Context: an optimization exercise on an open-source flow, tuned for small area. The choices shown serve that exercise and are no tape-out recipe.
No run shown here included a check of the RTL's function; only the layout flow was run.
Power figures rest on the tool's default switching activity, not on a simulated workload.

$ cat flow/design.v
`timescale 1ns / 1ps
module SR_chain #(parameter PH = 0) (
    input  wire       clk,
    input  wire       clr,
    input  wire [9:0] code,
    output wire       inc
);
    function automatic reachable(input integer v);
        begin
            if (PH == 0) reachable = 1'b1;
            else reachable = (v <= 721) || v == 725 || v == 739 || v == 1004 ||
                             v == 1018 || v == 1022 || v == 1023;
        end
    endfunction
    wire [31:0] row = 32'd1 << code[9:5];
    wire [31:0] col = 32'd1 << code[4:0];
    wire [1023:0] t;
    genvar r, c;
    generate for (r = 0; r < 32; r = r + 1) begin : rw
        for (c = 0; c < 32; c = c + 1) begin : cl
            if (reachable(r*32+c)) begin : e
                reg s1, s2;
                wire hit = row[r] & col[c];
                always @(posedge clk) begin
                    s1 <= hit | (s1 & ~clr);
                    s2 <= (s2 | (hit & s1)) & ~clr;
                end
                assign t[r*32+c] = hit & s1 & ~s2;
            end else begin : n
                assign t[r*32+c] = 1'b0;
            end
        end
    end endgenerate
    assign inc = |t;
endmodule
`timescale 1ns / 1ps
module SR_chain_control (
    input  wire       clk,
    input  wire       reset,
    input  wire       start,
    output reg  [7:0] q,
    output reg        run,
    output reg        frame_end,
    output reg        done
);
    wire last = (q == 8'd249);
    always @(posedge clk) begin
        if (reset) begin
            q <= 8'd235;
            run <= 1'b0;
            frame_end <= 1'b0;
            done <= 1'b0;
        end else begin
            if (run | start) begin
                q <= last ? 8'd0 : q + 8'd1;
                if (last) run <= 1'b1;
            end
            frame_end <= run & last;
            done <= run & (q >= 8'd22) & (q <= 8'd29);
        end
    end
endmodule
`timescale 1ns / 1ps
module cordic_rtop (
    input  wire        i_clk,
    input  wire [13:0] i_xval,
    input  wire [13:0] i_yval,
    output wire [9:0]  o_mag,
    output wire [9:0]  o_phase
);
    localparam NST = 12;
    wire sx = i_xval[13], sy = i_yval[13];
    wire [14:0] ex = {sx, i_xval};
    wire [14:0] ey = {sy, i_yval};
    wire [14:0] x0, y0;
    wire [14:0] pa = ex ^ {15{sx}};
    wire [14:0] pb = ey ^ {15{sy}};
    wire [14:0] pc = ex ^ {15{~sy}};
    wire [14:0] pd = ey ^ {15{sx}};
    wire px1 = pa[0] ^ pb[0];
    wire px2 = pa[0] & pb[0];
    wire px3 = sx ^ sy;
    wire px4 = sx & sy;
    wire px5 = pa[1] ^ pb[1] ^ px2;
    wire px6 = (pa[1] & pb[1]) | (px2 & (pa[1] ^ pb[1]));
    wire px7 = pa[2] ^ pb[2];
    wire px8 = pa[2] & pb[2];
    wire px9 = pa[3] ^ pb[3];
    wire px10 = pa[3] & pb[3];
    wire px11 = pa[4] ^ pb[4];
    wire px12 = pa[4] & pb[4];
    wire px13 = pa[5] ^ pb[5];
    wire px14 = pa[5] & pb[5];
    wire px15 = pa[6] ^ pb[6];
    wire px16 = pa[6] & pb[6];
    wire px17 = pa[7] ^ pb[7];
    wire px18 = pa[7] & pb[7];
    wire px19 = pa[8] ^ pb[8];
    wire px20 = pa[8] & pb[8];
    wire px21 = pa[9] ^ pb[9];
    wire px22 = pa[9] & pb[9];
    wire px23 = pa[10] ^ pb[10];
    wire px24 = pa[10] & pb[10];
    wire px25 = pa[11] ^ pb[11];
    wire px26 = pa[11] & pb[11];
    wire px27 = pa[12] ^ pb[12];
    wire px28 = pa[12] & pb[12];
    wire px29 = pa[13] ^ pb[13];
    wire px30 = pa[13] & pb[13];
    wire px31 = pa[14] ^ pb[14];
    wire px32 = pa[14] & pb[14];
    wire px33 = px1 ^ px3;
    wire px34 = px1 & px3;
    wire px35 = px4 ^ px5 ^ px34;
    wire px36 = (px4 & px5) | (px34 & (px4 ^ px5));
    wire px37 = px6 ^ px7 ^ px36;
    wire px38 = (px6 & px7) | (px36 & (px6 ^ px7));
    wire px39 = px8 ^ px9 ^ px38;
    wire px40 = (px8 & px9) | (px38 & (px8 ^ px9));
    wire px41 = px10 ^ px11 ^ px40;
    wire px42 = (px10 & px11) | (px40 & (px10 ^ px11));
    wire px43 = px12 ^ px13 ^ px42;
    wire px44 = (px12 & px13) | (px42 & (px12 ^ px13));
    wire px45 = px14 ^ px15 ^ px44;
    wire px46 = (px14 & px15) | (px44 & (px14 ^ px15));
    wire px47 = px16 ^ px17 ^ px46;
    wire px48 = (px16 & px17) | (px46 & (px16 ^ px17));
    wire px49 = px18 ^ px19 ^ px48;
    wire px50 = (px18 & px19) | (px48 & (px18 ^ px19));
    wire px51 = px20 ^ px21 ^ px50;
    wire px52 = (px20 & px21) | (px50 & (px20 ^ px21));
    wire px53 = px22 ^ px23 ^ px52;
    wire px54 = (px22 & px23) | (px52 & (px22 ^ px23));
    wire px55 = px24 ^ px25 ^ px54;
    wire px56 = (px24 & px25) | (px54 & (px24 ^ px25));
    wire px57 = px26 ^ px27 ^ px56;
    wire px58 = (px26 & px27) | (px56 & (px26 ^ px27));
    wire px59 = px28 ^ px29 ^ px58;
    wire px60 = (px28 & px29) | (px58 & (px28 ^ px29));
    wire px61 = px30 ^ px31 ^ px60;
    wire px62 = (px30 & px31) | (px60 & (px30 ^ px31));
    assign x0 = {px61, px59, px57, px55, px53, px51, px49, px47, px45, px43, px41, px39, px37, px35, px33};
    wire py1 = pc[0] ^ pd[0];
    wire py2 = pc[0] & pd[0];
    wire py3 = ~sy ^ sx;
    wire py4 = ~sy & sx;
    wire py5 = pc[1] ^ pd[1] ^ py2;
    wire py6 = (pc[1] & pd[1]) | (py2 & (pc[1] ^ pd[1]));
    wire py7 = pc[2] ^ pd[2];
    wire py8 = pc[2] & pd[2];
    wire py9 = pc[3] ^ pd[3];
    wire py10 = pc[3] & pd[3];
    wire py11 = pc[4] ^ pd[4];
    wire py12 = pc[4] & pd[4];
    wire py13 = pc[5] ^ pd[5];
    wire py14 = pc[5] & pd[5];
    wire py15 = pc[6] ^ pd[6];
    wire py16 = pc[6] & pd[6];
    wire py17 = pc[7] ^ pd[7];
    wire py18 = pc[7] & pd[7];
    wire py19 = pc[8] ^ pd[8];
    wire py20 = pc[8] & pd[8];
    wire py21 = pc[9] ^ pd[9];
    wire py22 = pc[9] & pd[9];
    wire py23 = pc[10] ^ pd[10];
    wire py24 = pc[10] & pd[10];
    wire py25 = pc[11] ^ pd[11];
    wire py26 = pc[11] & pd[11];
    wire py27 = pc[12] ^ pd[12];
    wire py28 = pc[12] & pd[12];
    wire py29 = pc[13] ^ pd[13];
    wire py30 = pc[13] & pd[13];
    wire py31 = pc[14] ^ pd[14];
    wire py32 = pc[14] & pd[14];
    wire py33 = py1 ^ py3;
    wire py34 = py1 & py3;
    wire py35 = py4 ^ py5 ^ py34;
    wire py36 = (py4 & py5) | (py34 & (py4 ^ py5));
    wire py37 = py6 ^ py7 ^ py36;
    wire py38 = (py6 & py7) | (py36 & (py6 ^ py7));
    wire py39 = py8 ^ py9 ^ py38;
    wire py40 = (py8 & py9) | (py38 & (py8 ^ py9));
    wire py41 = py10 ^ py11 ^ py40;
    wire py42 = (py10 & py11) | (py40 & (py10 ^ py11));
    wire py43 = py12 ^ py13 ^ py42;
    wire py44 = (py12 & py13) | (py42 & (py12 ^ py13));
    wire py45 = py14 ^ py15 ^ py44;
    wire py46 = (py14 & py15) | (py44 & (py14 ^ py15));
    wire py47 = py16 ^ py17 ^ py46;
    wire py48 = (py16 & py17) | (py46 & (py16 ^ py17));
    wire py49 = py18 ^ py19 ^ py48;
    wire py50 = (py18 & py19) | (py48 & (py18 ^ py19));
    wire py51 = py20 ^ py21 ^ py50;
    wire py52 = (py20 & py21) | (py50 & (py20 ^ py21));
    wire py53 = py22 ^ py23 ^ py52;
    wire py54 = (py22 & py23) | (py52 & (py22 ^ py23));
    wire py55 = py24 ^ py25 ^ py54;
    wire py56 = (py24 & py25) | (py54 & (py24 ^ py25));
    wire py57 = py26 ^ py27 ^ py56;
    wire py58 = (py26 & py27) | (py56 & (py26 ^ py27));
    wire py59 = py28 ^ py29 ^ py58;
    wire py60 = (py28 & py29) | (py58 & (py28 ^ py29));
    wire py61 = py30 ^ py31 ^ py60;
    wire py62 = (py30 & py31) | (py60 & (py30 ^ py31));
    assign y0 = {py61, py59, py57, py55, py53, py51, py49, py47, py45, py43, py41, py39, py37, py35, py33};
    reg [14:0] xr [0:10];
    reg [13:0] nr [0:10];
    reg [NST+1:0] dr [0:10];
    always @(posedge i_clk) begin
        xr[0] <= x0;
        nr[0] <= ~(y0[13:0] ^ {14{y0[14]}});
        dr[0] <= {sx, sy, y0[14], {(NST-1){1'b0}}};
    end
    wire [14:0] xa [0:NST-1], xb [0:NST-1];
    wire [13:0] na [0:NST-1], nb [0:NST-1];
    wire        ga [0:NST-1], gb [0:NST-1];
    genvar i;
    generate for (i = 0; i < NST; i = i + 1) begin : it
        cordic_iter #(.S(i+1)) u_it(.x(xa[i]), .un(na[i]), .neg(ga[i]),
                                    .xo(xb[i]), .uno(nb[i]), .nego(gb[i]));
    end endgenerate
    generate for (i = 0; i <= 7; i = i + 1) begin : s1
        assign xa[i] = xr[i]; assign na[i] = nr[i]; assign ga[i] = dr[i][NST-1-i];
        always @(posedge i_clk) begin
            xr[i+1] <= xb[i];
            nr[i+1] <= nb[i];
            dr[i+1] <= dr[i] | ({{(NST+1){1'b0}}, gb[i]} << (NST-2-i));
        end
    end endgenerate
    assign xa[8] = xr[8]; assign na[8] = nr[8]; assign ga[8] = dr[8][NST-1-8];
    assign xa[9] = xb[8]; assign na[9] = nb[8]; assign ga[9] = gb[8];
    always @(posedge i_clk) begin
        xr[9] <= xb[9];
        nr[9] <= nb[9];
        dr[9] <= dr[8] | ({{(NST+1){1'b0}}, gb[8]} << (NST-1-9))
                       | ({{(NST+1){1'b0}}, gb[9]} << (NST-1-10));
    end
    assign xa[10] = xr[9]; assign na[10] = nr[9]; assign ga[10] = dr[9][NST-1-10];
    always @(posedge i_clk) begin
        xr[10] <= xb[10];
        nr[10] <= nb[10];
        dr[10] <= dr[9] | ({{(NST+1){1'b0}}, gb[10]} << (NST-1-11));
    end
    assign xa[11] = xr[10]; assign na[11] = nr[10]; assign ga[11] = dr[10][0];
    cordic_mag mg(.x(xb[NST-1]), .o_mag(o_mag));
    cordic_phase pg(.f(dr[10]), .o_phase(o_phase));
endmodule
module cordic_mag (
    input  wire [14:0] x,
    output wire [9:0]  o_mag
);
    wire mg1 = x[0] ^ x[2];
    wire mg2 = x[0] & x[2];
    wire mg3 = x[1] ^ x[3];
    wire mg4 = x[1] & x[3];
    wire mg5 = ~x[0] ^ ~x[3];
    wire mg6 = ~x[0] & ~x[3];
    wire mg7 = ~x[1] ^ ~x[4];
    wire mg8 = ~x[1] & ~x[4];
    wire mg9 = ~x[2] ^ ~x[5];
    wire mg10 = ~x[2] & ~x[5];
    wire mg11 = x[0] ^ ~x[3] ^ ~x[6];
    wire mg12 = (x[0] & ~x[3]) | (~x[6] & (x[0] ^ ~x[3]));
    wire mg13 = x[1] ^ ~x[4] ^ ~x[7];
    wire mg14 = (x[1] & ~x[4]) | (~x[7] & (x[1] ^ ~x[4]));
    wire mg15 = ~x[5] ^ ~x[8] ^ ~x[12];
    wire mg16 = (~x[5] & ~x[8]) | (~x[12] & (~x[5] ^ ~x[8]));
    wire mg17 = x[14] ^ 1'b1;
    wire mg18 = x[14] & 1'b1;
    wire mg19 = ~x[6] ^ ~x[9] ^ ~x[13];
    wire mg20 = (~x[6] & ~x[9]) | (~x[13] & (~x[6] ^ ~x[9]));
    wire mg21 = 1'b1 ^ mg2 ^ mg3;
    wire mg22 = (1'b1 & mg2) | (mg3 & (1'b1 ^ mg2));
    wire mg23 = x[2] ^ x[4] ^ ~x[7];
    wire mg24 = (x[2] & x[4]) | (~x[7] & (x[2] ^ x[4]));
    wire mg25 = ~x[10] ^ x[14] ^ mg4;
    wire mg26 = (~x[10] & x[14]) | (mg4 & (~x[10] ^ x[14]));
    wire mg27 = x[3] ^ x[5] ^ ~x[8];
    wire mg28 = (x[3] & x[5]) | (~x[8] & (x[3] ^ x[5]));
    wire mg29 = ~x[11] ^ 1'b1;
    wire mg30 = ~x[11] & 1'b1;
    wire mg31 = x[4] ^ x[6] ^ ~x[9];
    wire mg32 = (x[4] & x[6]) | (~x[9] & (x[4] ^ x[6]));
    wire mg33 = ~x[12] ^ 1'b1;
    wire mg34 = ~x[12] & 1'b1;
    wire mg35 = x[5] ^ x[7] ^ ~x[10];
    wire mg36 = (x[5] & x[7]) | (~x[10] & (x[5] ^ x[7]));
    wire mg37 = ~x[13] ^ 1'b1;
    wire mg38 = ~x[13] & 1'b1;
    wire mg39 = x[6] ^ x[8] ^ ~x[11];
    wire mg40 = (x[6] & x[8]) | (~x[11] & (x[6] ^ x[8]));
    wire mg41 = x[7] ^ x[9];
    wire mg42 = x[7] & x[9];
    wire mg43 = x[8] ^ x[10];
    wire mg44 = x[8] & x[10];
    wire mg45 = ~x[0] ^ ~x[4];
    wire mg46 = ~x[0] & ~x[4];
    wire mg47 = ~x[1] ^ ~x[5];
    wire mg48 = ~x[1] & ~x[5];
    wire mg49 = ~x[2] ^ ~x[6];
    wire mg50 = ~x[2] & ~x[6];
    wire mg51 = ~x[7] ^ ~x[9] ^ 1'b1;
    wire mg52 = (~x[7] & ~x[9]) | (1'b1 & (~x[7] ^ ~x[9]));
    wire mg53 = ~x[8] ^ ~x[10] ^ mg6;
    wire mg54 = (~x[8] & ~x[10]) | (mg6 & (~x[8] ^ ~x[10]));
    wire mg55 = ~x[9] ^ ~x[11] ^ mg8;
    wire mg56 = (~x[9] & ~x[11]) | (mg8 & (~x[9] ^ ~x[11]));
    wire mg57 = ~x[10] ^ ~x[12] ^ mg10;
    wire mg58 = (~x[10] & ~x[12]) | (mg10 & (~x[10] ^ ~x[12]));
    wire mg59 = ~x[11] ^ ~x[13] ^ mg12;
    wire mg60 = (~x[11] & ~x[13]) | (mg12 & (~x[11] ^ ~x[13]));
    wire mg61 = mg1 ^ mg14 ^ mg15;
    wire mg62 = (mg1 & mg14) | (mg15 & (mg1 ^ mg14));
    wire mg63 = mg16 ^ mg18 ^ mg19;
    wire mg64 = (mg16 & mg18) | (mg19 & (mg16 ^ mg18));
    wire mg65 = mg20 ^ mg22 ^ mg23;
    wire mg66 = (mg20 & mg22) | (mg23 & (mg20 ^ mg22));
    wire mg67 = mg24 ^ mg26 ^ mg27;
    wire mg68 = (mg24 & mg26) | (mg27 & (mg24 ^ mg26));
    wire mg69 = mg28 ^ mg30 ^ mg31;
    wire mg70 = (mg28 & mg30) | (mg31 & (mg28 ^ mg30));
    wire mg71 = mg32 ^ mg34 ^ mg35;
    wire mg72 = (mg32 & mg34) | (mg35 & (mg32 ^ mg34));
    wire mg73 = x[14] ^ mg36 ^ mg38;
    wire mg74 = (x[14] & mg36) | (mg38 & (x[14] ^ mg36));
    wire mg75 = ~x[12] ^ 1'b1 ^ mg40;
    wire mg76 = (~x[12] & 1'b1) | (mg40 & (~x[12] ^ 1'b1));
    wire mg77 = ~x[13] ^ 1'b1 ^ mg42;
    wire mg78 = (~x[13] & 1'b1) | (mg42 & (~x[13] ^ 1'b1));
    wire mg79 = x[9] ^ x[11] ^ x[14];
    wire mg80 = (x[9] & x[11]) | (x[14] & (x[9] ^ x[11]));
    wire mg81 = x[10] ^ x[12];
    wire mg82 = x[10] & x[12];
    wire mg83 = x[11] ^ x[13];
    wire mg84 = x[11] & x[13];
    wire mg85 = ~x[0] ^ ~x[2];
    wire mg86 = ~x[0] & ~x[2];
    wire mg87 = ~x[1] ^ ~x[3];
    wire mg88 = ~x[1] & ~x[3];
    wire mg89 = ~x[2] ^ ~x[4];
    wire mg90 = ~x[2] & ~x[4];
    wire mg91 = ~x[3] ^ ~x[5];
    wire mg92 = ~x[3] & ~x[5];
    wire mg93 = ~x[6] ^ 1'b1 ^ mg45;
    wire mg94 = (~x[6] & 1'b1) | (mg45 & (~x[6] ^ 1'b1));
    wire mg95 = ~x[7] ^ mg46 ^ mg47;
    wire mg96 = (~x[7] & mg46) | (mg47 & (~x[7] ^ mg46));
    wire mg97 = ~x[8] ^ mg48 ^ mg49;
    wire mg98 = (~x[8] & mg48) | (mg49 & (~x[8] ^ mg48));
    wire mg99 = mg5 ^ mg50 ^ mg51;
    wire mg100 = (mg5 & mg50) | (mg51 & (mg5 ^ mg50));
    wire mg101 = mg7 ^ mg52 ^ mg53;
    wire mg102 = (mg7 & mg52) | (mg53 & (mg7 ^ mg52));
    wire mg103 = mg9 ^ mg54 ^ mg55;
    wire mg104 = (mg9 & mg54) | (mg55 & (mg9 ^ mg54));
    wire mg105 = mg11 ^ mg56 ^ mg57;
    wire mg106 = (mg11 & mg56) | (mg57 & (mg11 ^ mg56));
    wire mg107 = mg13 ^ mg58 ^ mg59;
    wire mg108 = (mg13 & mg58) | (mg59 & (mg13 ^ mg58));
    wire mg109 = mg17 ^ mg60 ^ mg61;
    wire mg110 = (mg17 & mg60) | (mg61 & (mg17 ^ mg60));
    wire mg111 = mg21 ^ mg62 ^ mg63;
    wire mg112 = (mg21 & mg62) | (mg63 & (mg21 ^ mg62));
    wire mg113 = mg25 ^ mg64 ^ mg65;
    wire mg114 = (mg25 & mg64) | (mg65 & (mg25 ^ mg64));
    wire mg115 = mg29 ^ mg66 ^ mg67;
    wire mg116 = (mg29 & mg66) | (mg67 & (mg29 ^ mg66));
    wire mg117 = mg33 ^ mg68 ^ mg69;
    wire mg118 = (mg33 & mg68) | (mg69 & (mg33 ^ mg68));
    wire mg119 = mg37 ^ mg70 ^ mg71;
    wire mg120 = (mg37 & mg70) | (mg71 & (mg37 ^ mg70));
    wire mg121 = mg39 ^ mg72 ^ mg73;
    wire mg122 = (mg39 & mg72) | (mg73 & (mg39 ^ mg72));
    wire mg123 = mg41 ^ mg74 ^ mg75;
    wire mg124 = (mg41 & mg74) | (mg75 & (mg41 ^ mg74));
    wire mg125 = mg43 ^ mg76 ^ mg77;
    wire mg126 = (mg43 & mg76) | (mg77 & (mg43 ^ mg76));
    wire mg127 = mg44 ^ mg78 ^ mg79;
    wire mg128 = (mg44 & mg78) | (mg79 & (mg44 ^ mg78));
    wire mg129 = 1'b1 ^ mg80 ^ mg81;
    wire mg130 = (1'b1 & mg80) | (mg81 & (1'b1 ^ mg80));
    wire mg131 = 1'b1 ^ mg82 ^ mg83;
    wire mg132 = (1'b1 & mg82) | (mg83 & (1'b1 ^ mg82));
    wire mg133 = x[12] ^ ~x[14] ^ mg84;
    wire mg134 = (x[12] & ~x[14]) | (mg84 & (x[12] ^ ~x[14]));
    wire mg135 = ~x[0] & 1'b1;
    wire mg136 = ~x[1] & mg135;
    wire mg137 = (1'b1 & mg85) | (mg136 & (1'b1 | mg85));
    wire mg138 = (mg86 & mg87) | (mg137 & (mg86 | mg87));
    wire mg139 = (mg88 & mg89) | (mg138 & (mg88 | mg89));
    wire mg140 = (mg90 & mg91) | (mg139 & (mg90 | mg91));
    wire mg141 = (mg92 & mg93) | (mg140 & (mg92 | mg93));
    wire mg142 = (mg94 & mg95) | (mg141 & (mg94 | mg95));
    wire mg143 = (mg96 & mg97) | (mg142 & (mg96 | mg97));
    wire mg144 = (mg98 & mg99) | (mg143 & (mg98 | mg99));
    wire mg145 = (mg100 & mg101) | (mg144 & (mg100 | mg101));
    wire mg146 = (mg102 & mg103) | (mg145 & (mg102 | mg103));
    wire mg147 = (mg104 & mg105) | (mg146 & (mg104 | mg105));
    wire mg148 = (mg106 & mg107) | (mg147 & (mg106 | mg107));
    wire mg149 = (mg108 & mg109) | (mg148 & (mg108 | mg109));
    wire mg150 = (mg110 & mg111) | (mg149 & (mg110 | mg111));
    wire mg151 = (mg112 & mg113) | (mg150 & (mg112 | mg113));
    wire mg152 = mg114 ^ mg115 ^ mg151;
    wire mg153 = (mg114 & mg115) | (mg151 & (mg114 ^ mg115));
    wire mg154 = mg116 ^ mg117 ^ mg153;
    wire mg155 = (mg116 & mg117) | (mg153 & (mg116 ^ mg117));
    wire mg156 = mg118 ^ mg119 ^ mg155;
    wire mg157 = (mg118 & mg119) | (mg155 & (mg118 ^ mg119));
    wire mg158 = mg120 ^ mg121 ^ mg157;
    wire mg159 = (mg120 & mg121) | (mg157 & (mg120 ^ mg121));
    wire mg160 = mg122 ^ mg123 ^ mg159;
    wire mg161 = (mg122 & mg123) | (mg159 & (mg122 ^ mg123));
    wire mg162 = mg124 ^ mg125 ^ mg161;
    wire mg163 = (mg124 & mg125) | (mg161 & (mg124 ^ mg125));
    wire mg164 = mg126 ^ mg127 ^ mg163;
    wire mg165 = (mg126 & mg127) | (mg163 & (mg126 ^ mg127));
    wire mg166 = mg128 ^ mg129 ^ mg165;
    wire mg167 = (mg128 & mg129) | (mg165 & (mg128 ^ mg129));
    wire mg168 = mg130 ^ mg131 ^ mg167;
    wire mg169 = (mg130 & mg131) | (mg167 & (mg130 ^ mg131));
    wire mg170 = mg132 ^ mg133 ^ mg169;
    wire mg171 = (mg132 & mg133) | (mg169 & (mg132 ^ mg133));
    assign o_mag = {mg170, mg168, mg166, mg164, mg162, mg160, mg158, mg156, mg154, mg152};
endmodule
module cordic_phase (
    input  wire [13:0] f,
    output wire [9:0]  o_phase
);
    wire pg1 = ~f[10] ^ ~f[8];
    wire pg2 = ~f[10] & ~f[8];
    wire pg3 = ~f[8] ^ ~f[7];
    wire pg4 = ~f[8] & ~f[7];
    wire pg5 = ~f[11] ^ ~f[10] ^ ~f[4];
    wire pg6 = (~f[11] & ~f[10]) | (~f[4] & (~f[11] ^ ~f[10]));
    wire pg7 = ~f[11] ^ ~f[8] ^ ~f[5];
    wire pg8 = (~f[11] & ~f[8]) | (~f[5] & (~f[11] ^ ~f[8]));
    wire pg9 = ~f[6] ^ ~f[4] ^ ~f[1];
    wire pg10 = (~f[6] & ~f[4]) | (~f[1] & (~f[6] ^ ~f[4]));
    wire pg11 = ~f[0] ^ 1'b1;
    wire pg12 = ~f[0] & 1'b1;
    wire pg13 = ~f[5] ^ ~f[2] ^ ~f[1];
    wire pg14 = (~f[5] & ~f[2]) | (~f[1] & (~f[5] ^ ~f[2]));
    wire pg15 = ~f[0] ^ pg2 ^ pg3;
    wire pg16 = (~f[0] & pg2) | (pg3 & (~f[0] ^ pg2));
    wire pg17 = ~f[6] ^ ~f[3] ^ ~f[2];
    wire pg18 = (~f[6] & ~f[3]) | (~f[2] & (~f[6] ^ ~f[3]));
    wire pg19 = ~f[1] ^ pg4;
    wire pg20 = ~f[1] & pg4;
    wire pg21 = ~f[10] ^ ~f[7] ^ ~f[4];
    wire pg22 = (~f[10] & ~f[7]) | (~f[4] & (~f[10] ^ ~f[7]));
    wire pg23 = ~f[3] ^ ~f[2];
    wire pg24 = ~f[3] & ~f[2];
    wire pg25 = ~f[11] ^ ~f[8] ^ ~f[5];
    wire pg26 = (~f[11] & ~f[8]) | (~f[5] & (~f[11] ^ ~f[8]));
    wire pg27 = ~f[4] ^ ~f[3] ^ 1'b1;
    wire pg28 = (~f[4] & ~f[3]) | (1'b1 & (~f[4] ^ ~f[3]));
    wire pg29 = ~f[9] ^ ~f[6] ^ ~f[5];
    wire pg30 = (~f[9] & ~f[6]) | (~f[5] & (~f[9] ^ ~f[6]));
    wire pg31 = ~f[11] ^ ~f[10];
    wire pg32 = ~f[11] & ~f[10];
    wire pg33 = ~f[3] ^ ~f[2];
    wire pg34 = ~f[3] & ~f[2];
    wire pg35 = ~f[3] ^ ~f[0] ^ pg6;
    wire pg36 = (~f[3] & ~f[0]) | (pg6 & (~f[3] ^ ~f[0]));
    wire pg37 = pg1 ^ pg8 ^ pg9;
    wire pg38 = (pg1 & pg8) | (pg9 & (pg1 ^ pg8));
    wire pg39 = pg10 ^ pg12 ^ pg13;
    wire pg40 = (pg10 & pg12) | (pg13 & (pg10 ^ pg12));
    wire pg41 = pg14 ^ pg16 ^ pg17;
    wire pg42 = (pg14 & pg16) | (pg17 & (pg14 ^ pg16));
    wire pg43 = pg18 ^ pg20 ^ pg21;
    wire pg44 = (pg18 & pg20) | (pg21 & (pg18 ^ pg20));
    wire pg45 = pg22 ^ pg24 ^ pg25;
    wire pg46 = (pg22 & pg24) | (pg25 & (pg22 ^ pg24));
    wire pg47 = ~f[4] ^ pg26 ^ pg28;
    wire pg48 = (~f[4] & pg26) | (pg28 & (~f[4] ^ pg26));
    wire pg49 = ~f[7] ^ ~f[6] ^ ~f[5];
    wire pg50 = (~f[7] & ~f[6]) | (~f[5] & (~f[7] ^ ~f[6]));
    wire pg51 = ~f[11] ^ ~f[8] ^ ~f[7];
    wire pg52 = (~f[11] & ~f[8]) | (~f[7] & (~f[11] ^ ~f[8]));
    wire pg53 = ~f[9] ^ ~f[8] ^ ~f[7];
    wire pg54 = (~f[9] & ~f[8]) | (~f[7] & (~f[9] ^ ~f[8]));
    wire pg55 = ~f[9] ^ ~f[8] ^ ((~f[13] & ~f[12]) | (~f[13] & f[12]));
    wire pg56 = (~f[9] & ~f[8]) | (((~f[13] & ~f[12]) | (~f[13] & f[12])) & (~f[9] ^ ~f[8]));
    wire pg57 = ~f[10] ^ ~f[9] ^ ((f[13] & f[12]));
    wire pg58 = (~f[10] & ~f[9]) | (((f[13] & f[12])) & (~f[10] ^ ~f[9]));
    wire pg59 = ~f[11] ^ ~f[10];
    wire pg60 = ~f[11] & ~f[10];
    wire pg61 = ~f[1] ^ pg5;
    wire pg62 = ~f[1] & pg5;
    wire pg63 = pg7 ^ pg34 ^ pg35;
    wire pg64 = (pg7 & pg34) | (pg35 & (pg7 ^ pg34));
    wire pg65 = pg11 ^ pg36 ^ pg37;
    wire pg66 = (pg11 & pg36) | (pg37 & (pg11 ^ pg36));
    wire pg67 = pg15 ^ pg38 ^ pg39;
    wire pg68 = (pg15 & pg38) | (pg39 & (pg15 ^ pg38));
    wire pg69 = pg19 ^ pg40 ^ pg41;
    wire pg70 = (pg19 & pg40) | (pg41 & (pg19 ^ pg40));
    wire pg71 = pg23 ^ pg42 ^ pg43;
    wire pg72 = (pg23 & pg42) | (pg43 & (pg23 ^ pg42));
    wire pg73 = pg27 ^ pg44 ^ pg45;
    wire pg74 = (pg27 & pg44) | (pg45 & (pg27 ^ pg44));
    wire pg75 = pg29 ^ pg46 ^ pg47;
    wire pg76 = (pg29 & pg46) | (pg47 & (pg29 ^ pg46));
    wire pg77 = pg30 ^ pg48 ^ pg49;
    wire pg78 = (pg30 & pg48) | (pg49 & (pg30 ^ pg48));
    wire pg79 = ~f[6] ^ pg50 ^ pg51;
    wire pg80 = (~f[6] & pg50) | (pg51 & (~f[6] ^ pg50));
    wire pg81 = ((~f[13] & ~f[12]) | (f[13] & f[12])) ^ pg52 ^ pg53;
    wire pg82 = (((~f[13] & ~f[12]) | (f[13] & f[12])) & pg52) | (pg53 & (((~f[13] & ~f[12]) | (f[13] & f[12])) ^ pg52));
    wire pg83 = pg31 ^ pg54 ^ pg55;
    wire pg84 = (pg31 & pg54) | (pg55 & (pg31 ^ pg54));
    wire pg85 = pg32 ^ pg56 ^ pg57;
    wire pg86 = (pg32 & pg56) | (pg57 & (pg32 ^ pg56));
    wire pg87 = ((~f[13] & ~f[12]) | (f[13] & ~f[12])) ^ pg58 ^ pg59;
    wire pg88 = (((~f[13] & ~f[12]) | (f[13] & ~f[12])) & pg58) | (pg59 & (((~f[13] & ~f[12]) | (f[13] & ~f[12])) ^ pg58));
    wire pg89 = ~f[11] ^ ((~f[13] & ~f[12]) | (f[13] & f[12])) ^ pg60;
    wire pg90 = (~f[11] & ((~f[13] & ~f[12]) | (f[13] & f[12]))) | (pg60 & (~f[11] ^ ((~f[13] & ~f[12]) | (f[13] & f[12]))));
    wire pg91 = pg33 & pg61;
    wire pg92 = (pg62 & pg63) | (pg91 & (pg62 | pg63));
    wire pg93 = (pg64 & pg65) | (pg92 & (pg64 | pg65));
    wire pg94 = (pg66 & pg67) | (pg93 & (pg66 | pg67));
    wire pg95 = (pg68 & pg69) | (pg94 & (pg68 | pg69));
    wire pg96 = (pg70 & pg71) | (pg95 & (pg70 | pg71));
    wire pg97 = (pg72 & pg73) | (pg96 & (pg72 | pg73));
    wire pg98 = (pg74 & pg75) | (pg97 & (pg74 | pg75));
    wire pg99 = pg76 ^ pg77 ^ pg98;
    wire pg100 = (pg76 & pg77) | (pg98 & (pg76 ^ pg77));
    wire pg101 = pg78 ^ pg79 ^ pg100;
    wire pg102 = (pg78 & pg79) | (pg100 & (pg78 ^ pg79));
    wire pg103 = pg80 ^ pg81 ^ pg102;
    wire pg104 = (pg80 & pg81) | (pg102 & (pg80 ^ pg81));
    wire pg105 = pg82 ^ pg83 ^ pg104;
    wire pg106 = (pg82 & pg83) | (pg104 & (pg82 ^ pg83));
    wire pg107 = pg84 ^ pg85 ^ pg106;
    wire pg108 = (pg84 & pg85) | (pg106 & (pg84 ^ pg85));
    wire pg109 = pg86 ^ pg87 ^ pg108;
    wire pg110 = (pg86 & pg87) | (pg108 & (pg86 ^ pg87));
    wire pg111 = pg88 ^ pg89 ^ pg110;
    wire pg112 = (pg88 & pg89) | (pg110 & (pg88 ^ pg89));
    wire pg113 = ((~f[13] & ~f[12]) | (f[13] & ~f[12])) ^ pg90 ^ pg112;
    wire pg114 = (((~f[13] & ~f[12]) | (f[13] & ~f[12])) & pg90) | (pg112 & (((~f[13] & ~f[12]) | (f[13] & ~f[12])) ^ pg90));
    wire pg115 = ((~f[13] & ~f[12]) | (f[13] & f[12])) ^ pg114;
    wire pg116 = ((~f[13] & ~f[12]) | (f[13] & f[12])) & pg114;
    wire pg117 = ((~f[13] & ~f[12]) | (~f[13] & f[12])) ^ pg116;
    wire pg118 = ((~f[13] & ~f[12]) | (~f[13] & f[12])) & pg116;
    assign o_phase = {pg117, pg115, pg113, pg111, pg109, pg107, pg105, pg103, pg101, pg99};
endmodule
module cordic_iter #(parameter S = 1) (
    input  wire [14:0] x,
    input  wire [13:0] un,
    input  wire        neg,
    output wire [14:0] xo,
    output wire [13:0] uno,
    output wire        nego
);
    genvar j;
    wire [14:0] ua = {{(S+1){1'b0}}, ~un[13:S]};
    wire [15:0] cx;
    assign cx[0] = neg;
    generate for (j = 0; j < 15; j = j + 1) begin : ax
        assign xo[j] = x[j] ^ ua[j] ^ cx[j];
        assign cx[j+1] = (x[j] & ua[j]) | (cx[j] & (x[j] ^ ua[j]));
    end endgenerate
    wire [14:0] ub = {1'b1, un};
    wire [14:0] xs = {{S{x[14]}}, x[14:S]};
    wire [15:0] cy;
    wire [14:0] d;
    assign cy[0] = 1'b0;
    generate for (j = 0; j < 15; j = j + 1) begin : ay
        assign d[j] = ub[j] ^ xs[j] ^ cy[j];
        assign cy[j+1] = (ub[j] & xs[j]) | (cy[j] & (ub[j] ^ xs[j]));
    end endgenerate
    assign uno = ~(d[13:0] ^ {14{d[14]}});
    assign nego = neg ^ ~d[14];
endmodule
`timescale 1ns / 1ps
module DBSCAN_ARG (
    input  wire       clk,
    input  wire       clr,
    input  wire       inc,
    input  wire       load,
    output reg  [6:0] count,
    output wire [9:0] out
);
    reg [6:0] run_cnt, prev, out_r;
    always @(posedge clk) begin
        if (clr) begin
            run_cnt <= 7'd0;
            count <= run_cnt;
            prev <= count;
        end else begin
            run_cnt <= run_cnt + {6'd0, inc};
        end
        if (load) out_r <= prev;
    end
    assign out = {3'b000, out_r};
endmodule
`timescale 1ns / 1ps
module mlp_24bit_scalable (
    input  wire        clk,
    input  wire [7:0]  q,
    input  wire [6:0]  c0,
    input  wire [6:0]  c1,
    output wire [3:0]  classification_result,
    output wire [23:0] regression_result
);
    localparam W0 = 12, W1 = 11, W2 = 15;    
    wire hid  = (q >= 8'd31) & (q <= 8'd44);    
    wire hidc = (q >= 8'd31) & (q <= 8'd37);    
    wire hid0 = (q == 8'd31);
    wire hidl = (q == 8'd44);
    reg [3:0] b;       
    reg [4:0] k;       
    wire bl = (b == 4'd13);
    always @(posedge clk) begin
        b <= (hidl | bl) ? 4'd0 : b + 4'd1;
        k <= hidl ? 5'd0 : k + {4'd0, bl};
    end
    wire have = (b == 4'd0) & (k != 5'd0) & (k <= 5'd15);
    wire [2:0] cs = q[2:0] + 3'd1;
    wire cb0 = c0[cs] & hidc;
    wire cb1 = c1[cs] & hidc;
    reg [13:0] h0, h1, h2;      
    reg        z0, z1, z2;      
    localparam [38*16-1:0] VROM = 608'b11111100011101011111011110000010011100111111000111010111110111100000100111001111111011011011111001000100000111000011100001000001111110111101000000111101101100000110101111101000001111111100101110110010011101110010000100000001111111000110101000111010110100111111001110111111111010011111000111011111110100111111111110011010000110011011111001111000000000010100100000010100000001011010111010100101100000000000000000001101001101010111011100000001000111111101110011111111010101000001101100111101110101111111110110001000100000101110101100011111110110000010100000100110001001101100000001100111011111100011000001000000;
    wire [37:0] vk = VROM[k[3:0]*38 +: 38];
    wire [W0-1:0] v0 = vk[11:0];
    wire [W1-1:0] v1 = vk[22:12];
    wire [W2-1:0] v2 = vk[37:23];
    reg [W0-1:0] d0; reg [W1-1:0] d1; reg [W2-1:0] d2;
    always @* begin
        if (hid) begin
            case ({cb1, cb0})
            2'b00: begin d0 = 0;   d1 = 0;   d2 = 0;   end
            2'b01: begin d0 = 50;  d1 = -10; d2 = -72; end
            2'b10: begin d0 = -22; d1 = 95;  d2 = 98;  end
            default: begin d0 = 28; d1 = 85; d2 = 26; end
            endcase
        end else begin
            d0 = (h0[0] & ~z0) ? v0 : {W0{1'b0}};
            d1 = (h1[0] & ~z1) ? v1 : {W1{1'b0}};
            d2 = (h2[0] & ~z2) ? v2 : {W2{1'b0}};
        end
    end
    wire first = hid ? hid0 : (b == 4'd0);
    wire [W0-1:0] i0 = hid ? -12'sd1110 : 12'd0;
    wire [W1-1:0] i1 = hid ? -11'sd380 : 11'd0;
    wire [W2-1:0] i2 = hid ? 15'sd2010 : 15'd0;
    reg [W0-1:0] A0; reg [6:0] L0;
    reg [W1-1:0] A1; reg [6:0] L1;
    reg [W2-1:0] A2; reg [6:0] L2;
    wire [W0:0] s0; wire [W1:0] s1; wire [W2:0] s2;
    mlp_radd #(W0) ad0(.a(first ? i0 : A0), .b(d0), .s(s0));
    mlp_radd #(W1) ad1(.a(first ? i1 : A1), .b(d1), .s(s1));
    mlp_radd #(W2) ad2(.a(first ? i2 : A2), .b(d2), .s(s2));
    always @(posedge clk) begin
        A0 <= s0[W0:1]; L0 <= {s0[0], L0[6:1]};
        A1 <= s1[W1:1]; L1 <= {s1[0], L1[6:1]};
        A2 <= s2[W2:1]; L2 <= {s2[0], L2[6:1]};
        h0 <= hid ? {s0[0], h0[13:1]} : {h0[0], h0[13:1]};
        h1 <= hid ? {s1[0], h1[13:1]} : {h1[0], h1[13:1]};
        h2 <= hid ? {s2[0], h2[13:1]} : {h2[0], h2[13:1]};
        if (hidl) begin
            z0 <= s0[W0]; z1 <= s1[W1]; z2 <= s2[W2];
        end
    end
    wire [W0+6:0] f0 = {A0, L0};
    wire [W1+6:0] f1 = {A1, L1};
    wire [W2+6:0] f2 = {A2, L2};
    localparam [16*16-1:0] OBROM = 256'b1110011110010110111101110011000111111111011110110000100010100101000001100011111100001110101010010000101101110110111111110110011011101110110100101111101010101111000001010011101100000011101001010000100000000010000100010111010011111011010010001110011110010110;
    wire [15:0] obk = OBROM[k[3:0]*16 +: 16];
    wire [22:0] e0 = {{(23-W0-7){f0[W0+6]}}, f0};
    wire [22:0] e1 = {{(23-W1-7){f1[W1+6]}}, f1};
    wire [22:0] e2 = {{(23-W2-7){f2[W2+6]}}, f2};
    wire [22:0] e3 = {{7{obk[15]}}, obk};
    wire [22:0] p1 = e0 ^ e1 ^ e2;
    wire [22:0] g1 = {(e0[21:0] & e1[21:0]) | (e2[21:0] & (e0[21:0] ^ e1[21:0])), 1'b0};
    wire [22:0] p2 = p1 ^ g1 ^ e3;
    wire [22:0] g2 = {(p1[21:0] & g1[21:0]) | (e3[21:0] & (p1[21:0] ^ g1[21:0])), 1'b0};
    wire [23:0] ok;
    mlp_radd #(23) ads(.a(p2), .b(g2), .s(ok));
    reg [15:0] okr;
    reg        fits;
    reg        cmpv;      
    always @(posedge clk) begin
        okr <= ok[15:0];
        fits <= (ok[22:15] == 8'h00) | (ok[22:15] == 8'hff);
        cmpv <= have;
    end
    reg [15:0] maxv;
    reg [3:0] maxi;
    reg [15:0] reg0;
    wire [15:0] ma = {~maxv[15], maxv[14:0]};
    wire [15:0] ob = {okr[15], ~okr[14:0]};
    wire [16:0] cc;
    assign cc[0] = 1'b1;
    genvar j;
    generate for (j = 0; j < 16; j = j + 1) begin : cmp
        assign cc[j+1] = (ma[j] & ob[j]) | (cc[j] & (ma[j] | ob[j]));
    end endgenerate
    wire gt = fits & ~cc[16];
    always @(posedge clk) begin
        if (cmpv) begin
            if (k == 5'd1) begin
                maxv <= okr; maxi <= 4'd0; reg0 <= okr;
            end else if (gt) begin
                maxv <= okr; maxi <= k[3:0] - 4'd1;
            end
        end
    end
    assign classification_result = maxi;
    assign regression_result = {{8{reg0[15]}}, reg0};
endmodule
module mlp_radd #(parameter W = 8) (
    input  wire [W-1:0] a,
    input  wire [W-1:0] b,
    output wire [W:0]   s
);
    wire [W:0] c;
    assign c[0] = 1'b0;
    genvar j;
    generate for (j = 0; j < W; j = j + 1) begin : fa
        assign s[j] = a[j] ^ b[j] ^ c[j];
        assign c[j+1] = (a[j] & b[j]) | (c[j] & (a[j] ^ b[j]));
    end endgenerate
    assign s[W] = a[W-1] ^ b[W-1] ^ c[W];
endmodule
`timescale 1ns / 1ps
module SR_full_top(input [13:0] ini,
                   input [13:0] inq,
                   input clk,
                   input reset,
                   input start,
                   output [9:0] out0,
                   output [9:0] out1,
                   output [3:0] classification_result,
                   output [23:0] regression_result,
                   output done,
                   output frame_end
    );
    wire [7:0] q;
    wire run;
    SR_chain_control ctl(.clk(clk), .reset(reset), .start(start), .q(q), .run(run),
                         .frame_end(frame_end), .done(done));
    wire [9:0] mag_c, arg_c;
    cordic_rtop cordic(.i_clk(clk), .i_xval(ini), .i_yval(inq), .o_mag(mag_c), .o_phase(arg_c));
    reg [9:0] mag, arg;
    always @(posedge clk) begin
        mag <= mag_c;
        arg <= arg_c;
    end
    wire clr = (q == 8'd246);
    wire inc_abs, inc_arg;
    SR_chain #(.PH(0)) hist_abs(.clk(clk), .clr(clr), .code(mag), .inc(inc_abs));
    SR_chain #(.PH(1)) hist_arg(.clk(clk), .clr(clr), .code(arg), .inc(inc_arg));
    wire [6:0] c_arg, c_abs;
    DBSCAN_ARG cnt_arg(.clk(clk), .clr(clr), .inc(inc_arg), .load(q == 8'd1), .count(c_arg), .out(out0));
    DBSCAN_ARG cnt_abs(.clk(clk), .clr(clr), .inc(inc_abs), .load(q == 8'd1), .count(c_abs), .out(out1));
    mlp_24bit_scalable mlp(.clk(clk), .q(q), .c0(c_arg), .c1(c_abs),
                           .classification_result(classification_result),
                           .regression_result(regression_result));
endmodule
$ cat flow/run.sh
#!/bin/bash
# synth_recipe.tcl (not shown) runs the flow's synth.tcl, then flattens the netlist and writes it again
# the make line also repeats each setting of config.mk as NAME=value (left out here)
make -C /OpenROAD-flow-scripts/flow DESIGN_CONFIG=/design/flow/config.mk WORK_HOME=/design/flow/orfs CLKGATE_MAP_FILE= SYNTH_SCRIPT=/design/flow/synth_recipe.tcl finish
$ cat flow/config.mk
export PLATFORM = sky130hd
export DESIGN_NAME = SR_full_top
export DESIGN_NICKNAME = SR_full_top
export VERILOG_FILES = /design/flow/design.v
export SDC_FILE = /design/flow/constraint.sdc
export NUM_CORES = 8
export LEC_CHECK = 0
export CAP_MARGIN = 20
export CORE_MARGIN = 2
export CORE_UTILIZATION = 40
export CTS_BUF_LIST = sky130_fd_sc_hd__clkbuf_8
export CTS_CLUSTER_DIAMETER = 100
export CTS_CLUSTER_SIZE = 15
export PLACE_DENSITY = 0.5
export SLEW_MARGIN = 20
$ cat flow/constraint.sdc
create_clock -name core_clock -period 10.0 [get_ports {clk}]
set_input_delay 2.0000 -clock core_clock [delete_from_list [all_inputs] [get_ports {clk}]]
set_output_delay 2.0000 -clock core_clock [all_outputs]
set_load 0.01 [all_outputs]
==> results of run 1 <==
-- final cells by class --
class / instances / area, sq um
sequential: 4155 / 84000
antenna: 2 / 5.00
multi-input combinational: 8201 / 59200
clock inverter: 40 / 369
inverter: 2260 / 8490
tap: 5175 / 6470
clock buffer: 319 / 4390
timing repair buffer: 390 / 3670
fill: 37200 / 219000
-- flip-flops by register name, indices dropped and copies added (netlist names), 15 cells and up --
| signal | cells |
|---|---|
| hist_arg.rw.cl.e.s1 | 728 |
| hist_abs.rw.cl.e.s1 | 1024 |
| mlp.maxv | 16 |
| hist_abs.rw.cl.e.s2 | 1024 |
| mlp.reg0 | 16 |
| mlp.okr | 16 |
| cordic.xr | 165 |
| cordic.nr | 142 |
| mlp.A2 | 15 |
| hist_arg.rw.cl.e.s2 | 728 |
| cordic.dr | 90 |
-- placed cells by master, fill, tap and decap left out, types with 18 or more instances in the layout --
master,n
nor2_4,104
nor2_1,399
ha_1,197
buf_12,44
inv_1,2267
clkbuf_8,319
o21ai_0,48
xor2_1,100
nor3_1,30
clkdlybuf4s50_1,74
nand4_1,69
and2_1,21
xnor2_1,156
edfxtp_1,81
buf_4,267
o22ai_1,876
nor4_1,85
fa_2,36
a21oi_1,1783
a22o_1,1746
nand3_1,1796
fa_1,412
o21a_1,22
nand2_1,83
a31oi_1,18
dfxtp_1,4072
nand2b_1,20
-- metrics by stage --
stage | cell area [sq um] | utilization (%) | setup WS (ps)
after floorplan | 155000 | - | -500
after global placement | 162000 | 41.9 | -717
after detailed placement | 162000 | 41.9 | -723
after CTS | 167000 | 43.2 | -285
after global routing | 167000 | 43.2 | -604
final | 167000 | 43.2 | -235
-- metal layers --
metal  track usage, %  vias up  share of wire, %
li1                 -    53100                 -
met1             30.7    53100                48
met2             36.7     1988                46
met3             1.98      506               3.9
met4             4.41        6               2.0
met5                0        -            0.0096
-- cell families after synthesis --
group           share of synthesized area, %
xor+xnor                                1.49
compound gates                          19.9
simple gates                            8.60
flops                                   54.2
other cells                          0.00242
buf+inv                                 8.33
fa+ha+maj                               7.44
mux                                   0.0492
-- report_power, final --
group	total, mW	internal [mW]	leakage [nW]	switching, mW
Clock	8.48	2.96	2.51	5.52
Combinational	17.3	7.96	38.7	9.39
Sequential	22.9	20.7	33.8	2.12
Total	48.7	31.7	75.0	17.0
-- worst max-delay path, delay by kind of cell, from the launching register on --
family	cells	cell delay, ps
XOR/XNOR	2	260
buffers and inverters	8	670
flip-flops	1	340
adder cells (fa/ha/maj)	28	8840
-- what timing repair did --
| item | 4_1_cts | 5_1_grt |
|---|---|---|
| setup endpoints to repair | 16 | 17 |
| gates cloned | 1 | 0 |
| hold endpoints to repair | 0 | 0 |
| gates resized for setup | 16 | 12 |
| setup buffers | 3 | 0 |
| pin swaps | 15 | 9 |
-- worst paths after layout --
| path | from | end | slack (ps) | cells after the start |
|---|---|---|---|---|
| worst min-delay path | cordic.dr[8][13] | cordic.dr[9][13] | 320 | 0 |
| worst max register to register | cordic.xr[8][9] | cordic.nr[9][13] | -240 | 38 |
| worst min register to register | cordic.dr[8][13] | cordic.dr[9][13] | 320 | 0 |
| worst max-delay path | cordic.xr[8][9] | cordic.nr[9][13] | -240 | 38 |
==> flow_metrics.py, run 1 <==
metrics = {
    "detailed_routing": {
        "wl_per_cell_um": 21.4,
        "num_vias": 109000,
        "vias_per_cell": 5.29,
        "drtIter0Drc": 7652,
        "wl_um": 440000,
        "ant_nets": 0,
        "drt_first_pass_iters": 8,
        "drc_errors": 0,
    },
    "synth": {
        "synth_largest_area_cell": "dfxtp_1",
        "synth_seq_cells": 4155,
        "synth-main-ff-cell": "dfxtp_1",
        "synth_common_cells": "4074 x dfxtp_1, 2258 x inv_1, 1796 x nand3_1",
        "synth_area_leaders": "dfxtp_1 53%, a22o_1 9.9%, nand3_1 5.8%, fa_1 5.8%, a21oi_1 5.8%",
        "synth_edf_count": 81,
        "async_flop_share_pct": 0,
        "synth.top_cell.area_share_pct": 52.6,
        "synth_cell_types": 76,
        "syn_area_per_cell_sq_um": 9.84,
        "yosysSeqAreaShare_pct": 54.2,
        "syn_inst": 15700,
        "yosysMostFrequentCell": "dfxtp_1",
        "yosysWarnings": 13,
        "synthesis.area_sq_um": 155000,
    },
    "critical_path": {
        "start_kind": "register",
        "cp.arrival_ps": 11180,
        "cp_max_fo": 2,
        "crit_type": "register to register",
        "cp_common_cell": "fa_2",
        "crit_slowest_cell": "fa_2",
        "crit_path_end_kind": "register",
        "cp_slowest_stage_delay_ps": 390,
        "cp.required_ps": 10950,
    },
    "timing": {
        "rsz0062_at_grt": "yes",
        "setup_tns_ps": -3000,
        "hold_slack_ps": 320,
        "finalHoldViolations": 0,
        "max_freq_mhz": 97.7,
        "maxSlewHeadroom_pct": 22.9,
        "finalMaxSlewViolations": 0,
        "clock_skew_ps": 83.6,
        "worstMarginPinSlew_ps": 1160,
        "setup_violations": 15,
        "fin_ws_ps": -235,
        "timing.final.crit_share_pct": 102,
        "fin_crit_ps": 10240,
    },
    "placement": {
        "gp_congestion": 0.790,
        "dp_cells": 20200,
        "numPortBuffers": 74,
        "hpwl_um": 268000,
    },
    "global_route": {
        "grt_max_degree": 203,
        "overflow": 0,
        "grt_pass1_vias": 104000,
        "grt.total_usage_pct": 21.9,
        "grt_pass1_wl_um": 661000,
        "antenna_found_initial": 7,
    },
    "clock_network": {
        "clock_sinks": 4155,
        "cts-root-buf": "clkbuf_8",
        "clock_latency_ps": 1100,
        "numCtsBuffers": 316,
        "htree_num_levels": 5,
        "cts_hold_buffers": 0,
        "clkSlewWorstSetupHoldPaths_ps": 100,
        "clk_path_buf_depth": 4,
        "cts_tree": "built",
    },
    "layout": {
        "final_net_count": 16000,
        "instances_no_fill": 20500,
        "synthToLayoutAreaGrowth_pct": 7.49,
        "drive_above_1_share_pct": 5.65,
    },
    "floorplan": {
        "initial_utilization_pct": 40.2,
        "dieArea_sq_um": 392000,
        "rows": 228,
        "num_io_pins": 81,
        "die_h_um": 626,
        "core_sq_um": 386000,
        "die_w_um": 626,
    },
    "min_path": {
        "hold_class": "register to register",
    },
    "status": {
        "outcome": "failed layout checks",
        "failed_checks": "negative setup slack",
    },
    "power": {
        "leakage_nw": 75.0,
        "power_density_nw_per_um2": 292,
        "ir_drop_mv": 0.383,
        "totalPowerFinal_mw": 48.7,
    },
    "flow_run": {
        "cap_violations": 0,
    },
}
==> run 2: changes to the inputs <==
--- a/flow/design.v
+++ b/flow/design.v
@@ -204,45 +204,51 @@
     wire py62 = (py30 & py31) | (py60 & (py30 ^ py31));
     assign y0 = {py61, py59, py57, py55, py53, py51, py49, py47, py45, py43, py41, py39, py37, py35, py33};
-    reg [14:0] xr [0:10];
-    reg [13:0] nr [0:10];
-    reg [NST+1:0] dr [0:10];
+    localparam [NST-2:0] REGB = 11'b11111111111;
+    reg [14:0] xr0;
+    reg [13:0] rr0;
+    reg [NST+1:0] dr0;    
     always @(posedge i_clk) begin
-        xr[0] <= x0;
-        nr[0] <= ~(y0[13:0] ^ {14{y0[14]}});
-        dr[0] <= {sx, sy, y0[14], {(NST-1){1'b0}}};
+        xr0 <= x0;
+        rr0 <= y0[13:0];      
+        dr0 <= {sx, sy, y0[14], {(NST-1){1'b0}}};
     end
     wire [14:0] xa [0:NST-1], xb [0:NST-1];
-    wire [13:0] na [0:NST-1], nb [0:NST-1];
-    wire        ga [0:NST-1], gb [0:NST-1];
+    wire [13:0] ra [0:NST-1], rb [0:NST-1];
+    wire        ma [0:NST-1];
+    wire [NST+1:0] da [0:NST-1], db [0:NST-1];
+    wire        gb [0:NST-1];
+    reg  [14:0] xq [0:NST-2];
+    reg  [13:0] rq [0:NST-2];
+    reg  [NST+1:0] dq [0:NST-2];
     genvar i;
     generate for (i = 0; i < NST; i = i + 1) begin : it
-        cordic_iter #(.S(i+1)) u_it(.x(xa[i]), .un(na[i]), .neg(ga[i]),
-                                    .xo(xb[i]), .uno(nb[i]), .nego(gb[i]));
-    end endgenerate
-    generate for (i = 0; i <= 7; i = i + 1) begin : s1
-        assign xa[i] = xr[i]; assign na[i] = nr[i]; assign ga[i] = dr[i][NST-1-i];
-        always @(posedge i_clk) begin
-            xr[i+1] <= xb[i];
-            nr[i+1] <= nb[i];
-            dr[i+1] <= dr[i] | ({{(NST+1){1'b0}}, gb[i]} << (NST-2-i));
+        if (i == 0) begin : s0
+            assign xa[0] = xr0; assign ra[0] = rr0; assign da[0] = dr0;
+            assign ma[0] = dr0[NST-1];
+        end else begin : sn
+            if (REGB[i-1]) begin : sr
+                assign xa[i] = xq[i-1]; assign ra[i] = rq[i-1]; assign da[i] = dq[i-1];
+            end else begin : sc
+                assign xa[i] = xb[i-1]; assign ra[i] = rb[i-1]; assign da[i] = db[i-1];
+            end
+            assign ma[i] = ~(da[i][NST-1-i] ^ da[i][NST-i]);
+        end
+        cordic_iter #(.S(i+1)) u_it(.x(xa[i]), .r(ra[i]), .m(ma[i]), .neg(da[i][NST-1-i]),
+                                    .xo(xb[i]), .ro(rb[i]), .nego(gb[i]));
+        if (i < NST-1) begin : dn
+            assign db[i] = da[i] | ({{(NST+1){1'b0}}, gb[i]} << (NST-2-i));
+            if (REGB[i]) begin : rg
+                always @(posedge i_clk) begin
+                    xq[i] <= xb[i];
+                    rq[i] <= rb[i];
+                    dq[i] <= db[i];
+                end
+            end
+        end else begin : dl
+            assign db[i] = da[i];
         end
     end endgenerate
-    assign xa[8] = xr[8]; assign na[8] = nr[8]; assign ga[8] = dr[8][NST-1-8];
-    assign xa[9] = xb[8]; assign na[9] = nb[8]; assign ga[9] = gb[8];
-    always @(posedge i_clk) begin
-        xr[9] <= xb[9];
-        nr[9] <= nb[9];
-        dr[9] <= dr[8] | ({{(NST+1){1'b0}}, gb[8]} << (NST-1-9))
-                       | ({{(NST+1){1'b0}}, gb[9]} << (NST-1-10));
-    end
-    assign xa[10] = xr[9]; assign na[10] = nr[9]; assign ga[10] = dr[9][NST-1-10];
-    always @(posedge i_clk) begin
-        xr[10] <= xb[10];
-        nr[10] <= nb[10];
-        dr[10] <= dr[9] | ({{(NST+1){1'b0}}, gb[10]} << (NST-1-11));
-    end
-    assign xa[11] = xr[10]; assign na[11] = nr[10]; assign ga[11] = dr[10][0];
     cordic_mag mg(.x(xb[NST-1]), .o_mag(o_mag));
-    cordic_phase pg(.f(dr[10]), .o_phase(o_phase));
+    cordic_phase pg(.f(da[NST-1]), .o_phase(o_phase));
 endmodule
 module cordic_mag (
@@ -549,11 +555,13 @@
 module cordic_iter #(parameter S = 1) (
     input  wire [14:0] x,
-    input  wire [13:0] un,
+    input  wire [13:0] r,
+    input  wire        m,
     input  wire        neg,
     output wire [14:0] xo,
-    output wire [13:0] uno,
+    output wire [13:0] ro,
     output wire        nego
 );
     genvar j;
+    wire [13:0] un = ~(r ^ {14{m}});
     wire [14:0] ua = {{(S+1){1'b0}}, ~un[13:S]};
     wire [15:0] cx;
@@ -572,5 +580,5 @@
         assign cy[j+1] = (ub[j] & xs[j]) | (cy[j] & (ub[j] ^ xs[j]));
     end endgenerate
-    assign uno = ~(d[13:0] ^ {14{d[14]}});
+    assign ro = d[13:0];
     assign nego = neg ^ ~d[14];
 endmodule
@@ -751,5 +759,5 @@
         arg <= arg_c;
     end
-    wire clr = (q == 8'd246);
+    wire clr = (q == 8'd247);
     wire inc_abs, inc_arg;
     SR_chain #(.PH(0)) hist_abs(.clk(clk), .clr(clr), .code(mag), .inc(inc_abs));
--- a/flow/config.mk
+++ b/flow/config.mk
@@ -11,5 +11,5 @@
 export CTS_BUF_LIST = sky130_fd_sc_hd__clkbuf_8
 export CTS_CLUSTER_DIAMETER = 100
-export CTS_CLUSTER_SIZE = 15
+export CTS_CLUSTER_SIZE = 14
 export PLACE_DENSITY = 0.5
 export SLEW_MARGIN = 20
==> flow_metrics.py, run 2 <==
metrics = {
    "status": {
        "outcome": "timing/DRC/antenna clean",
    },
    "synth": {
        "synth_top_family_by_area": "compound AO/OA/AOI/OAI gates",
        "synth.area.mux_share_pct": 0.0681,
        "synth-adder-area-share_pct": 7.23,
        "yosysMostFrequentCell": "dfxtp_1",
        "yosysWarnings": 13,
        "yosysSeqAreaShare_pct": 54.3,
        "synth_common_cells": "4115 x dfxtp_1, 2258 x inv_1, 1793 x nand3_1",
        "syn_inst": 15800,
        "synth_compound_area_share_pct": 19.8,
        "synthXorXnorAreaFrac_pct": 1.61,
        "synth_edf_count": 81,
        "synth_cell_types": 85,
        "synth_largest_area_cell": "dfxtp_1",
        "synthesis.area_sq_um": 156000,
        "synth_seq_cells": 4196,
        "synth.top_cell.area_share_pct": 52.8,
        "synth-main-ff-cell": "dfxtp_1",
        "syn_area_per_cell_sq_um": 9.87,
        "async_flop_share_pct": 0,
        "synth_area_leaders": "dfxtp_1 53%, a22o_1 9.8%, nand3_1 5.7%, a21oi_1 5.7%, fa_1 5.6%",
        "synth-simple-area-share_pct": 8.63,
    },
    "min_path": {
        "whs_endpoint": "cordic.dq[9][8]",
        "hold_class": "register to register",
        "hold_depth": 0,
        "min_from": "cordic.dq[8][8]",
    },
    "detailed_routing": {
        "wl_per_cell_um": 21.6,
        "wl_um": 446000,
        "drtIter0Drc": 8266,
        "drc_errors": 0,
        "num_vias": 110000,
        "drt_first_pass_iters": 22,
        "ant_nets": 0,
        "vias_per_cell": 5.32,
    },
    "floorplan": {
        "die_h_um": 629,
        "num_io_pins": 81,
        "dieArea_sq_um": 395000,
        "core_sq_um": 389000,
        "die_w_um": 629,
        "initial_utilization_pct": 40.1,
        "rows": 229,
    },
    "layout": {
        "fillCellCount": 37800,
        "final_cell_mix": "4114 x dfxtp_1, 2272 x inv_1, 1793 x nand3_1",
        "layout_commonest_cell": "dfxtp_1",
        "reg_top3": "hist_abs.rw.cl.e.s1 x1024, hist_abs.rw.cl.e.s2 x1024",
        "fin_util_pct": 43.1,
        "drive_above_1_share_pct": 5.62,
        "synthToLayoutAreaGrowth_pct": 7.38,
        "final_net_count": 16100,
    },
    "placement": {
        "numPortBuffers": 74,
        "gp_congestion": 0.812,
        "hpwl_um": 274000,
    },
    "power": {
        "leakage_nw": 75.3,
        "ir_drop_mv": 0.531,
        "power_density_nw_per_um2": 304,
    },
    "timing": {
        "fin_crit_ps": 9570,
        "finalMaxSlewViolations": 0,
        "timing.final.crit_share_pct": 95.7,
        "worstMarginPinSlew_ps": 1180,
        "setup_tns_ps": 0,
        "setup_violations": 0,
        "hold_slack_ps": 300,
        "finalHoldViolations": 0,
        "clock_skew_ps": 102,
        "max_freq_mhz": 105,
        "maxSlewHeadroom_pct": 21.3,
    },
    "clock_network": {
        "htree_num_levels": 5,
        "clkSlewWorstSetupHoldPaths_ps": 90,
        "clock_sinks": 4196,
        "cts_tree": "built",
        "cts-root-buf": "clkbuf_8",
        "clock_latency_ps": 1130,
        "numCtsBuffers": 339,
        "clk_path_buf_depth": 4,
    },
    "flow_run": {
        "cap_violations": 0,
    },
    "global_route": {
        "grt_max_degree": 203,
        "grt_pass1_wl_um": 671000,
        "grt.total_usage_pct": 22.0,
        "grt_pass1_vias": 105000,
        "overflow": 0,
        "antenna_found_initial": 14,
    },
    "critical_path": {
        "crit_type": "register to register",
        "crit_path_end_kind": "register",
        "critical-path-top-delay-family": "adder cells",
        "r2r-end": "mag[9]",
        "cp_slowest_stage_delay_ps": 510,
        "r2r_slack_ps": 430,
        "crit_slowest_cell": "fa_1",
        "cp.required_ps": 11010,
        "cp.arrival_ps": 10580,
        "start_kind": "register",
        "reg2reg_from": "cordic.dq[10][0]",
        "cp_max_fo": 3,
        "rr_worst_depth": 40,
        "cp.buffers_inverters": 4,
    },
}
## run 2: cell count changes in the layout (fill, tap and decap cells not counted), sizes merged, moves of 5 or more
cell / before / now
nor4: 92 / 86
nand4: 69 / 74
clkbuf: 319 / 347
a21oi: 1783 / 1788
dfxtp: 4074 / 4115
a21o: 17 / 5
fa: 448 / 435
xor2: 104 / 84
nand2: 83 / 70
inv: 2290 / 2285
xnor2: 160 / 201
nor2b: 13 / 20
nor2: 503 / 497
clkinvlp: 3 / 8
## run 2: worst max path at each step
stage | from | endpoint | slack, ps | cells after the start
after CTS | cordic.dq[10][0] | mag[9] | 220 | 40
after global routing | cordic.dq[10][0] | mag[9] | -10 | 40
after global placement | cordic.dq[10][0] | mag[9] | 170 | 40
after detailed placement | cordic.dq[10][0] | mag[9] | 150 | 40
final | cordic.dq[10][0] | mag[9] | 430 | 40
after floorplan | cordic.dq[10][0] | mag[9] | 440 | 40
## run 2: cell families after synthesis
logic type | after synthesis
buffers and inverters | 3406
other | 1
xor gates and xnor gates | 286
AOI/OAI and AO/OA | 4572
DFF | 4196
adders and majority gates | 643
and+or+nand+nor | 2697
muxes | 8
## run 2: repair_timing
item / CTS / global route
buffers inserted: 0 / 0
hold buffers: 0 / 0
gates resized for setup: 0 / 4
setup endpoints to repair: 0 / 1
## run 2: where the power goes
part	internal (mW)	total, mW	switching [mW]	leakage (nW)
clock network	3.15	8.75	5.60	2.66
registers	21.1	23.3	2.15	34.2
logic	8.22	18.9	10.6	38.4
## run 2: area by class of cell
type,count,area [sq um],share of cell area (%)
Inverter,2259,8490,5.06
Timing Repair Buffer,388,3560,2.12
Tap cell,5197,6500,3.88
Clock inverter,39,278,0.166
Clock buffer,347,4780,2.85
Multi-Input combinational cell,8212,59200,35.3
Antenna cell,4,10.0,0.00597
Sequential cell,4196,84800,50.6
## run 2: layer usage
| metal | up-vias | wire [um] | GRT usage (%) |
|---|---|---|---|
| met3 | 509 | 18700 | 2.61 |
| met2 | 2048 | 208000 | 36.9 |
| met1 | 53900 | 211000 | 30.4 |
| met5 | - | 27 | 0 |
| met4 | 4 | 8980 | 4.39 |
| li1 | 53400 | - | - |
## run 2: through the flow
| stage | setup WS (ps) | std cells | instance area (sq um) | total power [mW] |
|---|---|---|---|---|
| after detailed placement | 152 | 20300 | 163000 | 42.8 |
| final | 431 | 20600 | 168000 | 50.9 |
| after global routing | -10.6 | 20600 | 168000 | 55.3 |
| after global placement | 172 | 20300 | 163000 | 42.6 |
| after floorplan | 436 | 15800 | 156000 | 36.6 |
| after CTS | 219 | 20600 | 168000 | 51.6 |

==> separate check: timing with driven ports <==
How much do the figures lean on ideal ports? The routed layouts below were timed once more, with nothing changed but the port constraints.
Step 1 sets driving cells, clkbuf_16 on the clock port and buf_2 on the other inputs (assumed; they add their load-dependent delay and slew).
Step 2 moves the port delays by t, midway between the first and last clock arrival at a register: inputs arrive t later, outputs are due t later. That takes back most of the time a late clock gives input paths.
a / b / c = no drivers / after step 1 / after step 2; a / b = the first two.
run | t (ns) | setup WS [ns] | worst setup path after step 2 | worst register clock-pin slew, ns
run 1 | 1.173 | -0.235 / -0.235 / -0.235 | register to register | 0.12 / 0.12
run 2 | 1.184 | 0.431 / 0.431 / 0.431 | register to register | 0.11 / 0.11
